This design comes from an exercise in tuning for small area on the open sky130 flow, not from production work. In this exercise RTL edits were held to simulation tests only and were not proved equivalent to the original. Power is estimated from default activity; no workload was simulated. The clock port is modelled as an ideal driver; clocking choices that lean on that would not hold on a real chip.

==> flow/design.v, too long to show whole: its modules and the start of the top module <==
// module IKAOPLL_srlatch: 14 lines
// module IKAOPLL_dlatch: 10 lines
// module IKAOPLL_sr: 26 lines
// module IKAOPLL_timinggen: 111 lines
// module IKAOPLL_reg: 294 lines
// module IKAOPLL_rw_synchronizer: 47 lines
// module IKAOPLL_d9reg: 21 lines
// module IKAOPLL_instrom: 226 lines
// module IKAOPLL_lfo: 72 lines
// module IKAOPLL_pg: 166 lines
// module IKAOPLL_eg: 315 lines
// module IKAOPLL_op: 182 lines
// module IKAOPLL_logsinrom: 42 lines
// module IKAOPLL_exprom: 41 lines
// module IKAOPLL_dac: 74 lines
// module IKAOPLL: 245 lines
// module opll_top: 49 lines
module opll_top (
    input   wire                i_CLK,
    input   wire                i_IC_n,
    input   wire                i_ALTPATCH_EN,
    input   wire                i_CS_n,
    input   wire                i_WR_n,
    input   wire                i_A0,
    input   wire        [7:0]   i_D,
    output  wire        [1:0]   o_D,
    output  wire                o_D_OE,
    output  wire                o_DAC_EN_MO,
    output  wire                o_DAC_EN_RO,
    output  wire                o_IMP_NOFLUC_SIGN,
    output  wire        [7:0]   o_IMP_NOFLUC_MAG,
    output  wire signed [9:0]   o_IMP_FLUC_SIGNED_MO,
    output  wire signed [9:0]   o_IMP_FLUC_SIGNED_RO,
    input   wire signed [4:0]   i_ACC_SIGNED_MOVOL,
    input   wire signed [4:0]   i_ACC_SIGNED_ROVOL,
    output  wire                o_ACC_SIGNED_STRB,
    output  wire signed [15:0]  o_ACC_SIGNED
);
  // ...
==> flow/flow/run.sh <==
#!/bin/bash
set -e
export BUFFER_PORTS_ARGS="-buffer_cell sky130_fd_sc_hd__buf_1"
export CTS_ARGS="-sink_clustering_enable -repair_clock_nets -sink_clustering_size 32 -sink_clustering_max_diameter 100 -dont_use_dummy_load"
bash standard.sh > standard.log 2>&1
==> flow/standard.sh <==
#!/bin/bash
# synth_recipe.tcl (not shown) runs the flow's synth.tcl, then flattens the netlist and writes it again
# the make line also repeats each setting of config.mk as NAME=value (left out here)
make -C /OpenROAD-flow-scripts/flow DESIGN_CONFIG=/design/flow/config.mk WORK_HOME=/design/flow/orfs CLKGATE_MAP_FILE= SYNTH_SCRIPT=/design/flow/synth_recipe.tcl "${@:-finish}"
==> flow/config.mk <==
export PLATFORM = sky130hd
export DESIGN_NAME = opll_top
export DESIGN_NICKNAME = opll_top
export VERILOG_FILES = /design/flow/design.v
export SDC_FILE = /design/flow/constraint.sdc
export NUM_CORES = 4
export LEC_CHECK = 0
export ABC_AREA = 1
export CAP_MARGIN = 20
export CORE_MARGIN = 2
export CORE_UTILIZATION = 60
export CTS_CLUSTER_DIAMETER = 100
export CTS_CLUSTER_SIZE = 32
export GPL_TIMING_DRIVEN = 0
export PLACE_DENSITY = 0.72
export SLEW_MARGIN = 20
==> flow/constraint.sdc <==
create_clock -name core_clock -period 9.0 [get_ports {i_CLK}]
set_input_delay 1.8000 -clock core_clock [delete_from_list [all_inputs] [get_ports {i_CLK}]]
set_output_delay 1.8000 -clock core_clock [all_outputs]
set_load 0.01 [all_outputs]
==> run notes, run 1 <==
# TYPE chip_impl_metric gauge
chip_impl_info{name="routing_layer_with_the_top_usage_in_global_route",value="met2"} 1
chip_impl_metric{name="placedCellCount",unit=""} 6530
chip_impl_metric{name="dp_hpwl",unit="um"} 101600
chip_impl_metric{name="post_synth_mux_area_share",unit="%"} 0.01849
chip_impl_metric{name="critPathBufInv",unit=""} 6
chip_impl_info{name="run_status",value="finished clean"} 1
chip_impl_metric{name="number_of_synthesized_flops_with_an_enable_pin",unit=""} 451
chip_impl_metric{name="share_of_the_synthesized_area_in_the_top_cell_type",unit="%"} 37.54
chip_impl_metric{name="numClockSinks",unit=""} 1466
chip_impl_metric{name="power.switching_fraction",unit="%"} 41.32
chip_impl_metric{name="placed_area",unit="sq mm"} 0.05615
chip_impl_metric{name="num_antenna_cells",unit=""} 0
chip_impl_metric{name="finalCritPeriodShare",unit="%"} 90.09
chip_impl_metric{name="flip_flop_count_of_the_largest_register_all_copies_and_words_added",unit=""} 366
chip_impl_metric{name="groute.usage.overall",unit="%"} 29.10
chip_impl_metric{name="io_pins",unit=""} 75
chip_impl_metric{name="asyncSetResetFlopFracSynth",unit="%"} 0
chip_impl_metric{name="global_route_wire_length_before_repair",unit="um"} 209000
chip_impl_metric{name="avgSynthCellArea",unit="sq um"} 10.28
chip_impl_metric{name="met2_wl_post_dr",unit="um"} 63320
chip_impl_metric{name="rows",unit=""} 110
chip_impl_info{name="area_dominant_class",value="flip-flops and latches"} 1
chip_impl_metric{name="inverters_excl_clock",unit=""} 610
chip_impl_info{name="cp_delay_by_family_top",value="adder cells"} 1
chip_impl_metric{name="drc_errors",unit=""} 0
chip_impl_metric{name="ys_seq_elements",unit=""} 1466
chip_impl_metric{name="num-clock-buffers",unit=""} 54
chip_impl_metric{name="share_of_the_synthesized_area_in_compound_gates_ao_oa_aoi_oai",unit="%"} 8.481
chip_impl_metric{name="floorplan.core_area",unit="sq mm"} 0.08974
chip_impl_metric{name="totalNegativeSetupSlack",unit="ns"} 0
chip_impl_metric{name="area_delta_synth_final",unit="%"} 6.260
chip_impl_metric{name="final_hold_viol_count",unit=""} 0
chip_impl_metric{name="drt_wl_total",unit="um"} 136400
chip_impl_metric{name="ff2ff_setup_slack",unit="ns"} 0.89
chip_impl_info{name="timing.critical_path.from",value="u_IKAOPLL.u_PG.cyc0r_pm"} 1
chip_impl_metric{name="maximum_number_of_pins_on_one_net_before_global_route_repair",unit=""} 33
chip_impl_metric{name="seq_area_frac_synth",unit="%"} 62.56
chip_impl_metric{name="crit_path_max_incr_delay",unit="ns"} 0.55
chip_impl_info{name="registers_with_the_most_flip_flops",value="u_IKAOPLL.u_PG.cur_ser x366, u_IKAOPLL.u_REG.d9_ser x216, u_IKAOPLL.u_EG.att_ser x142"} 1
chip_impl_info{name="synth.most_common_cell",value="sky130_fd_sc_hd__dfxtp_1"} 1
chip_impl_metric{name="seq-power",unit="mW"} 9.65
==> run 2: changes to the inputs <==
--- a/flow/config.mk
+++ b/flow/config.mk
@@ -11,6 +11,5 @@
 export CORE_UTILIZATION = 60
 export CTS_CLUSTER_DIAMETER = 100
 export CTS_CLUSTER_SIZE = 32
-export GPL_TIMING_DRIVEN = 0
 export PLACE_DENSITY = 0.72
 export SLEW_MARGIN = 20
==> run 2 against run 1 <==
Utilization decreased by 0.43 points. First-iteration DRC count decreased by 12%. Register-to-register slack improved by 0.66 ns. Synthesized area stayed put. Setup slack improved by 0.66 ns. Final cell count decreased by 1.3%. Count of clock-buffer cells in the layout increased by 1. Routed wire length fell by 6.0%. Via count shrank 2.6%. Clock power hardly changed. Worst hold slack gained 0.0038 ns. Global-route usage down 1.6 points. Critical path type unchanged.
==> run notes, run 2 <==
# TYPE chip_impl_metric gauge
chip_impl_info{name="run_status",value="finished clean"} 1
chip_impl_metric{name="number_of_synthesized_flops_with_an_enable_pin",unit=""} 451
chip_impl_metric{name="share_of_the_synthesized_area_in_the_top_cell_type",unit="%"} 37.54
chip_impl_info{name="ys_top_cells_by_count",value="1,015 x sky130_fd_sc_hd__dfxtp_1, 914 x sky130_fd_sc_hd__nand2_1, 596 x sky130_fd_sc_hd__inv_1, 492 x sky130_fd_sc_hd__nor2_1, 451 x sky130_fd_sc_hd__edfxtp_1"} 1
chip_impl_metric{name="asyncSetResetFlopFracSynth",unit="%"} 0
chip_impl_metric{name="area_delta_synth_final",unit="%"} 5.545
chip_impl_metric{name="timing.slew.headroom",unit="%"} 27.86
chip_impl_info{name="hp-class",value="reg -> reg"} 1
chip_impl_info{name="timing.critical_path.from",value="u_IKAOPLL.u_PG.cyc0r_pm"} 1
chip_impl_metric{name="flip_flop_count_of_the_largest_register_all_copies_and_words_added",unit=""} 366
chip_impl_metric{name="ctsLongestPathBuffers",unit=""} 3
chip_impl_metric{name="cts.hold.buffers_added",unit=""} 0
chip_impl_metric{name="maximum_number_of_pins_on_one_net_before_global_route_repair",unit=""} 117
chip_impl_metric{name="post_cts_resized",unit=""} 0
chip_impl_metric{name="power.switching_fraction",unit="%"} 40.86
chip_impl_metric{name="chipWidth",unit="um"} 304.4
chip_impl_metric{name="avgRoutedWirePerCell",unit="um"} 19.72
chip_impl_info{name="post_synth_main_area_contributors",value="sky130_fd_sc_hd__dfxtp_1 38%, sky130_fd_sc_hd__edfxtp_1 25%, sky130_fd_sc_hd__nand2_1 6.3%"} 1
chip_impl_metric{name="cap_viol_max_count",unit=""} 0
chip_impl_info{name="final_common_cell",value="sky130_fd_sc_hd__dfxtp_1"} 1
chip_impl_metric{name="floorplan.core_area",unit="sq mm"} 0.08974
chip_impl_metric{name="combined_area_of_the_multi_input_logic_cells",unit="sq mm"} 0.01754
chip_impl_metric{name="die_outline_area",unit="sq mm"} 0.09264
chip_impl_metric{name="numPortBuffers",unit=""} 74
chip_impl_info{name="synth.most_common_cell",value="sky130_fd_sc_hd__dfxtp_1"} 1
chip_impl_metric{name="tritoncts.num_buffers",unit=""} 55
chip_impl_metric{name="switching_power",unit="mW"} 9.441
chip_impl_metric{name="drt_wl_total",unit="um"} 128200
chip_impl_metric{name="finalCritPeriodShare",unit="%"} 82.72
chip_impl_metric{name="numClockSinks",unit=""} 1466
chip_impl_metric{name="fmaxAchievable",unit="GHz"} 0.1343
chip_impl_info{name="mostFrequentLayoutCells",value="1,014 x sky130_fd_sc_hd__dfxtp_1, 914 x sky130_fd_sc_hd__nand2_1, 594 x sky130_fd_sc_hd__inv_1"} 1
chip_impl_info{name="worst_hold_startpoint",value="u_IKAOPLL.u_PG.cur_ser[99]"} 1
chip_impl_metric{name="dr_total_vias",unit=""} 36579
chip_impl_metric{name="timing.critical_path.arrival",unit="ns"} 8.03
chip_impl_metric{name="post-route-cell-area",unit="sq mm"} 0.05713
chip_impl_metric{name="placed_area",unit="sq mm"} 0.05575
chip_impl_metric{name="ir_drop",unit="V"} 0.0005075
chip_impl_metric{name="global_route_wire_length_before_repair",unit="um"} 199000
chip_impl_metric{name="final_hold_viol_count",unit=""} 0
chip_impl_metric{name="synth.yosys.warnings",unit=""} 24
chip_impl_info{name="critical_path.endpoint_type",value="flop"} 1
chip_impl_metric{name="synthCells",unit=""} 5268
chip_impl_info{name="crit_path_end",value="u_IKAOPLL.u_PG.cur_ser[4]"} 1
chip_impl_info{name="cts_tree",value="yes"} 1
chip_impl_metric{name="power-per-cell-area",unit="mW/mm^2"} 404.4
chip_impl_info{name="critPathLaunchType",value="flop"} 1
chip_impl_metric{name="power.internal",unit="mW"} 13.67
chip_impl_info{name="registers_with_the_most_flip_flops",value="u_IKAOPLL.u_PG.cur_ser x366, u_IKAOPLL.u_REG.d9_ser x216, u_IKAOPLL.u_EG.att_ser x142"} 1
chip_impl_metric{name="power.share.sequential",unit="%"} 42.0
chip_impl_metric{name="groute.usage.overall",unit="%"} 27.47
chip_impl_metric{name="total_power",unit="mW"} 23.11
chip_impl_metric{name="cts-htree-levels",unit=""} 2
chip_impl_metric{name="cts_setup_buffers",unit=""} 0
chip_impl_metric{name="worst_clock_skew",unit="ns"} 0.08893
chip_impl_metric{name="initial_utilization",unit="%"} 60.32
chip_impl_metric{name="final_critical_delay_including_setup_and_external_delays",unit="ns"} 7.445
chip_impl_metric{name="final-max-slew-violation-count",unit=""} 0
chip_impl_metric{name="seq_area_frac_synth",unit="%"} 62.56
chip_impl_metric{name="io_pins",unit=""} 75
chip_impl_metric{name="syn_area",unit="sq mm"} 0.05413
chip_impl_metric{name="routabilityCongestion",unit=""} 1.041
chip_impl_metric{name="crit_path_max_incr_delay",unit="ns"} 0.55
chip_impl_info{name="critical_path.reg2reg.endpoint",value="u_IKAOPLL.u_PG.cur_ser[4]"} 1
chip_impl_metric{name="power_frac_comb",unit="%"} 45.4
chip_impl_info{name="cts_root_buffer_type",value="sky130_fd_sc_hd__clkbuf_16"} 1
chip_impl_info{name="critical_path_class",value="reg -> reg"} 1
chip_impl_info{name="rsz0062_at_grt",value="no"} 1
chip_impl_metric{name="syn-num-nets",unit=""} 5553
chip_impl_metric{name="drt-vias-per-instance",unit=""} 5.628
chip_impl_metric{name="number_of_global_route_vias_before_repair",unit=""} 35331
chip_impl_metric{name="worstPathMaxFanout",unit=""} 8
chip_impl_metric{name="fill_cells",unit=""} 7229
chip_impl_metric{name="final_layout_size_suffix_gt1_share",unit="%"} 2.874
chip_impl_info{name="crit_slowest_cell",value="sky130_fd_sc_hd__fa_1"} 1
chip_impl_metric{name="rr_worst_depth",unit=""} 36
chip_impl_info{name="worst_r2r_startpoint",value="u_IKAOPLL.u_PG.cyc0r_pm"} 1
chip_impl_metric{name="antenna_found_initial",unit=""} 2
chip_impl_metric{name="final_antenna_net_count",unit=""} 0
chip_impl_metric{name="setup_viol_count_final",unit=""} 0
chip_impl_metric{name="sequential_cell_area",unit="sq mm"} 0.03386
chip_impl_metric{name="avgSynthCellArea",unit="sq um"} 10.28
chip_impl_metric{name="ff2ff_setup_slack",unit="ns"} 1.56
chip_impl_metric{name="finalNetCount",unit=""} 5610
chip_impl_metric{name="rows",unit=""} 110
chip_impl_metric{name="die-height",unit="um"} 304.4
chip_impl_metric{name="required",unit="ns"} 9.58
chip_impl_metric{name="totalNegativeSetupSlack",unit="ns"} 0
chip_impl_metric{name="yosysUniqueCellTypes",unit=""} 63
chip_impl_info{name="synth_flop_cell",value="sky130_fd_sc_hd__dfxtp_1"} 1
chip_impl_metric{name="power.share.clock",unit="%"} 12.6
chip_impl_metric{name="first_pass_iters",unit=""} 9
chip_impl_metric{name="path_clk_slew",unit="ns"} 0.11
chip_impl_info{name="max_flop_register",value="u_IKAOPLL.u_PG.cur_ser"} 1
chip_impl_metric{name="power.leakage",unit="nW"} 24.72
chip_impl_metric{name="layout.core_utilization",unit="%"} 63.67
chip_impl_info{name="netlist.top_cell.by_area",value="sky130_fd_sc_hd__dfxtp_1"} 1
chip_impl_metric{name="clk-insertion-delay-late",unit="ns"} 0.70
chip_impl_metric{name="tightest_slew",unit="ns"} 1.071
chip_impl_metric{name="dp_hpwl",unit="um"} 92960
chip_impl_metric{name="drt_first_iter_violations",unit=""} 3728
chip_impl_metric{name="drc_errors",unit=""} 0
chip_impl_metric{name="global_route_overflow",unit=""} 0
chip_impl_metric{name="ys_seq_elements",unit=""} 1466
chip_impl_info{name="critPathMostFrequentCell",value="sky130_fd_sc_hd__inv_1"} 1
[run 2: cell counts after synthesis]
Identical to the previous run, type by type.
[run 2: layout make-up]
| class | count | area share, % |
|---|---|---|
| antenna | 1 | 0.004380 |
| clock buffer | 55 | 2.409 |
| inverter | 610 | 4.021 |
| multi-input combinational | 3079 | 30.70 |
| sequential | 1466 | 59.27 |
| tap | 1176 | 2.576 |
| timing repair buffer | 113 | 1.016 |
[run 2: critical path: cells and delay by family (launching register included)]
kind	cells	cell delay (ns)
compound gates	8	1.44
xor+xnor	2	0.41
fa+ha+maj	8	3.22
buf+inv	7	0.63
flops	1	0.44
simple gates	11	1.19
[run 2: cells by family after synthesis]
group / Yosys count / synth area share [%]
XOR/XNOR: 113 / 1.891
flip-flops: 1466 / 62.56
adder cells (fa/ha/maj): 261 / 7.073
multiplexers: 1 / 0.01849
AND/OR/NAND/NOR: 1912 / 14.87
AO/OA/AOI/OAI: 792 / 8.481
buffers and inverters: 723 / 5.104
[run 2: how the worst min path moves through the flow]
| stage | endpoint | slack (ns) | cells past startpoint |
|---|---|---|---|
| after floorplan | u_IKAOPLL.u_EG.att_ser[100] | 0.31 | 0 |
| after global placement | u_IKAOPLL.u_OP.op_z_ser[67] | 0.31 | 0 |
| after detailed placement | u_IKAOPLL.u_EG.att_ser[38] | 0.31 | 0 |
| after CTS | u_IKAOPLL.u_PG.cur_ser[104] | 0.27 | 0 |
| after global routing | u_IKAOPLL.u_PG.cur_ser[106] | 0.27 | 0 |
| final | u_IKAOPLL.u_PG.cur_ser[104] | 0.27 | 0 |
[run 2: routing by layer]
layer	routed length, um	GRT usage, %	up-vias
li1	-	-	17537
met1	54940	37.37	17226
met2	58920	44.61	1486
met3	8535	3.670	328
met4	5745	11.48	2
met5	19	0	-
[run 2: per-stage QoR]
step	cells	worst slack [ns]	hold slack, ns
5_1_grt	6499	0.8254	0.2722
2_1_floorplan	5268	1.149	0.3096
3_3_place_gp	6442	1.731	0.3096
4_1_cts	6499	1.612	0.2745
3_5_place_dp	6444	1.686	0.3121
6_report	6500	1.555	0.2741
[run 2: power groups by stage]
stage,clock (mW),sequential (mW),combinational (mW)
5_1_grt,3.20,9.87,11.9
6_report,2.92,9.70,10.5
3_5_place_dp,0,9.83,10.2
4_1_cts,3.00,9.72,10.4
3_3_place_gp,0,9.78,10.1
2_1_floorplan,0,9.50,7.64

[separate check: timing with driven ports]
How much do the figures lean on ideal ports? The routed layouts below were timed once more, with nothing changed but the port constraints. Step 1: set_driving_cell puts a clkbuf_16 on i_CLK and a buf_2 on each other input, an assumption about the parent block. Step 2 times the ports against the registers' clock, not the clock port: input delays grow and output delays shrink by t, the midpoint of the rising clock arrivals with the driver on. a / b / c = ideal ports / drivers / drivers and shift; a / b = the first two.
| run | t (ns) | setup WS [ns] | worst setup path at the end |
|---|---|---|---|
| run 1 | 0.713 | 0.892 / 0.892 / 0.892 | register to register |
| run 2 | 0.724 | 1.555 / 1.555 / 1.555 | register to register |
After both steps setup and hold are still met in every run listed.
